What follows belongs to an exercise in optimizing a design on an open flow for small area, a short achievable clock period and few clock cycles; a production flow would make more cautious choices.
RTL that was checked went through simulation tests only; none was proved equivalent to the original.
No activity file was given, so power comes from the tool's default toggle rates.

==> flow/design.v (excerpt) <==
module alu16(CK, reset, start, instruction, inputR1, inputR2, outputR, busy, done);
==> module alu16, before the edit <==
module alu16(CK, reset, start, instruction, inputR1, inputR2, outputR, busy, done);
	input [15:0] inputR1, inputR2;
	input [2:0] instruction;
	input CK, reset, start;
	output [15:0] outputR;
	output reg busy;
	output reg done;
	reg [15:0] ra, rb, rc;
	reg        st_alu, st_mul, st_pre, st_div;
	reg        sub, osel;
	reg [3:0]  cnt;
	reg        triv;
	wire go = start & ~busy;
	function [3:0] msb;
		input [15:0] v;
		integer i;
		begin
			msb = 4'd0;
			for (i = 0; i < 16; i = i + 1)
				if (v[i]) msb = i;
		end
	endfunction
	function [3:0] nib;
		input [15:0] v;
		begin
			nib[3] = |v[15:12];
			nib[2] = |v[15:8];
			nib[1] = |v[15:4];
			nib[0] = |v;
		end
	endfunction
	wire        m   = ~st_mul | rb[0];
	wire [15:0] Q   = sub ? ~rb : (ra & {16{m}});
	wire        cin = sub | st_pre;
	wire [17:0] S2  = {1'b0, rc, 1'b1} + {1'b0, Q, cin};
	wire [15:0] S   = S2[16:1];
	wire        ge  = S2[17];
	wire [3:0]  pa = msb(inputR1);
	wire [3:0]  pb = msb(inputR2);
	wire        zb = (rb == 16'd0);
	wire [3:0]  na = nib(inputR1);
	wire [3:0]  nb = nib(inputR2);
	wire [15:0] mc = inputR1;                 
	wire [15:0] mp = inputR2;                 
	wire        mul1 = (mp[15:1] == 15'd0);   
	wire        dv0  = ((nb & ~na) != 4'd0);  
	wire        fast = ((instruction == 3'b010) & mul1) | (((instruction == 3'b011) | (instruction == 3'b100)) & dv0);
	assign outputR = osel ? ra : rc;
	always @(posedge CK) begin
		if (reset) begin
			busy   <= 1'b0;
			done   <= 1'b0;
			st_alu <= 1'b0;
			st_mul <= 1'b0;
			st_pre <= 1'b0;
			st_div <= 1'b0;
		end
		else begin
			done <= 1'b0;
			if (go) begin
				sub  <= (instruction == 3'b001);
				osel <= (instruction == 3'b100);
				case (instruction)
					3'b000: begin ra <= inputR1; rc <= inputR2; end
					3'b001: begin rb <= inputR1; rc <= 16'd0; end
					3'b010: begin
						ra <= {mc[14:0], 1'b0};
						rb <= {1'b0, mp[15:1]};
						rc <= mc & {16{mp[0]}};
					end
					3'b011, 3'b100: begin
						ra   <= 16'd0;
						rb   <= inputR2;
						rc   <= inputR1;
						cnt  <= pa - pb;
						triv <= (pa < pb);
					end
					3'b101: rc <= inputR1 & inputR2;
					3'b110: rc <= inputR1 | inputR2;
					default: rc <= 16'd0;
				endcase
				st_alu <= (instruction == 3'b000) | (instruction == 3'b001);
				st_mul <= (instruction == 3'b010) & ~mul1;
				st_pre <= ((instruction == 3'b011) | (instruction == 3'b100)) & ~dv0;
				busy   <= ((instruction[2] == 1'b0) | (instruction == 3'b100)) & ~fast;
				done   <= ((instruction[2] == 1'b1) & (instruction != 3'b100)) | fast;
			end
			else if (st_alu) begin
				rc     <= S;
				st_alu <= 1'b0;
				busy   <= 1'b0;
				done   <= 1'b1;
			end
			else if (st_mul) begin
				rc <= S;
				ra <= ra << 1;
				rb <= rb >> 1;
				if (rb[15:1] == 15'd0) begin
					st_mul <= 1'b0;
					busy   <= 1'b0;
					done   <= 1'b1;
				end
			end
			else if (st_pre) begin
				st_pre <= 1'b0;
				if (zb) begin
					rc   <= S;
					ra   <= 16'hffff;
					busy <= 1'b0;
					done <= 1'b1;
				end
				else if (triv) begin
					busy <= 1'b0;
					done <= 1'b1;
				end
				else begin
					rb     <= rb << cnt;
					sub    <= 1'b1;
					st_div <= 1'b1;
				end
			end
			else if (st_div) begin
				if (ge) rc <= S;
				ra  <= {ra[14:0], ge};
				rb  <= rb >> 1;
				cnt <= cnt - 4'd1;
				if (cnt == 4'd0) begin
					st_div <= 1'b0;
					busy   <= 1'b0;
					done   <= 1'b1;
				end
			end
		end
	end
endmodule
Settings: LEC_CHECK=0, CAP_MARGIN=20, CORE_MARGIN=2, CORE_UTILIZATION=40, CTS_BUF_LIST=sky130_fd_sc_hd__clkbuf_8, CTS_CLUSTER_DIAMETER=100, CTS_CLUSTER_SIZE=40, SETUP_SLACK_MARGIN=4.1, SLEW_MARGIN=20; clock period 7.5 ns.
standard.sh (not shown) runs the stock make flow with config.mk's settings and CLKGATE_MAP_FILE= SYNTH_SCRIPT=/design/flow/synth_recipe.tcl, a recipe that flattens the netlist after the stock synthesis.
==> flow/flow/run.sh <==
#!/bin/bash
# Standard layout, with the port buffers built from the smallest regular
# buffer (the resizer sizes them up where timing needs it) instead of the
# delay cell the resizer picks by default.
export BUFFER_PORTS_ARGS="-buffer_cell sky130_fd_sc_hd__buf_1"
bash standard.sh > standard.log 2>&1
Change:
--- a/flow/design.v
+++ b/flow/design.v
@@ -27,24 +27,24 @@
 			nib[2] = |v[15:8];
 			nib[1] = |v[15:4];
 			nib[0] = |v;
 		end
 	endfunction
-	wire        m   = ~st_mul | rb[0];
-	wire [15:0] Q   = sub ? ~rb : (ra & {16{m}});
+	wire [15:0] mq  = (~st_mul | rb[0]) ? ra : (rb[1] ? {ra[14:0], 1'b0} : 16'd0);
+	wire [15:0] Q   = sub ? ~rb : mq;
+	wire        m1  = (rb[1:0] == 2'b11);     
 	wire        cin = sub | st_pre;
 	wire [17:0] S2  = {1'b0, rc, 1'b1} + {1'b0, Q, cin};
 	wire [15:0] S   = S2[16:1];
 	wire        ge  = S2[17];
 	wire [3:0]  pa = msb(inputR1);
 	wire [3:0]  pb = msb(inputR2);
 	wire        zb = (rb == 16'd0);
 	wire [3:0]  na = nib(inputR1);
 	wire [3:0]  nb = nib(inputR2);
-	wire [15:0] mc = inputR1;                 
-	wire [15:0] mp = inputR2;                 
-	wire        mul1 = (mp[15:1] == 15'd0);   
+	wire        t1   = (inputR2[1:0] == 2'b11);   
+	wire        mul1 = t1 ? (inputR2[15:1] == 15'd0) : (inputR2[15:2] == 14'd0);  
 	wire        dv0  = ((nb & ~na) != 4'd0);  
 	wire        fast = ((instruction == 3'b010) & mul1) | (((instruction == 3'b011) | (instruction == 3'b100)) & dv0);
 	assign outputR = osel ? ra : rc;
 	always @(posedge CK) begin
 		if (reset) begin
@@ -62,13 +62,13 @@
 				osel <= (instruction == 3'b100);
 				case (instruction)
 					3'b000: begin ra <= inputR1; rc <= inputR2; end
 					3'b001: begin rb <= inputR1; rc <= 16'd0; end
 					3'b010: begin
-						ra <= {mc[14:0], 1'b0};
-						rb <= {1'b0, mp[15:1]};
-						rc <= mc & {16{mp[0]}};
+						ra <= t1 ? {inputR1[14:0], 1'b0} : {inputR1[13:0], 2'b00};
+						rb <= t1 ? {1'b0, inputR2[15:1]} : {2'b00, inputR2[15:2]};
+						rc <= inputR2[0] ? inputR1 : (inputR2[1] ? {inputR1[14:0], 1'b0} : 16'd0);
 					end
 					3'b011, 3'b100: begin
 						ra   <= 16'd0;
 						rb   <= inputR2;
 						rc   <= inputR1;
@@ -91,13 +91,13 @@
 				busy   <= 1'b0;
 				done   <= 1'b1;
 			end
 			else if (st_mul) begin
 				rc <= S;
-				ra <= ra << 1;
-				rb <= rb >> 1;
-				if (rb[15:1] == 15'd0) begin
+				ra <= m1 ? {ra[14:0], 1'b0} : {ra[13:0], 2'b00};
+				rb <= m1 ? {1'b0, rb[15:1]} : {2'b00, rb[15:2]};
+				if (m1 ? (rb[15:1] == 15'd0) : (rb[15:2] == 14'd0)) begin
 					st_mul <= 1'b0;
 					busy   <= 1'b0;
 					done   <= 1'b1;
 				end
 			end
The new run finished clean. Total power increases by 5.3%. Clock-buffer cell count stays the same. Final area increases by 7.8%. Hold slack is worse by 0.025 ns. Global-route usage increases by 1.7 points. Routed wire length increases by 13%. Die area increases by 9.2%.
Testbench counts after the change, summed over its fixed seeds: cycles 20,712.
For the first run of this note, only the layout was checked, not whether the RTL still works.

## static timing again, ports no longer ideal
The flow's constraints put no driver on any port. The routed layouts listed below were extracted and timed again, unchanged, in two steps.
Step 1 assumes that a clkbuf_16 drives the clock port and a buf_2 every other input.
Step 2 also shifts input and output timing later by t, the mid clock arrival at the registers, as if the neighbouring blocks saw the same clock.
a / b / c = no drivers / after step 1 / after step 2; a / b = the first two.
| run | t, ns | setup slack, ns | latest minus earliest clock arrival (ns) | slew at the worst register clock pin (ns) | cell pins on the clock port's net |
|---|---|---|---|---|---|
| the first run | 0.404 | 4.183 / 4.198 / 3.793 | 0.013 / 0.013 | 0.08 / 0.08 | 1 |
| the second run | 0.404 | 4.198 / 4.163 / 3.842 | 0.017 / 0.017 | 0.08 / 0.08 | 1 |
After both steps every run listed still meets setup and hold. The setup slack of the first run, which loses most, moves by +0.015 ns with the drivers and by -0.390 ns with both steps.
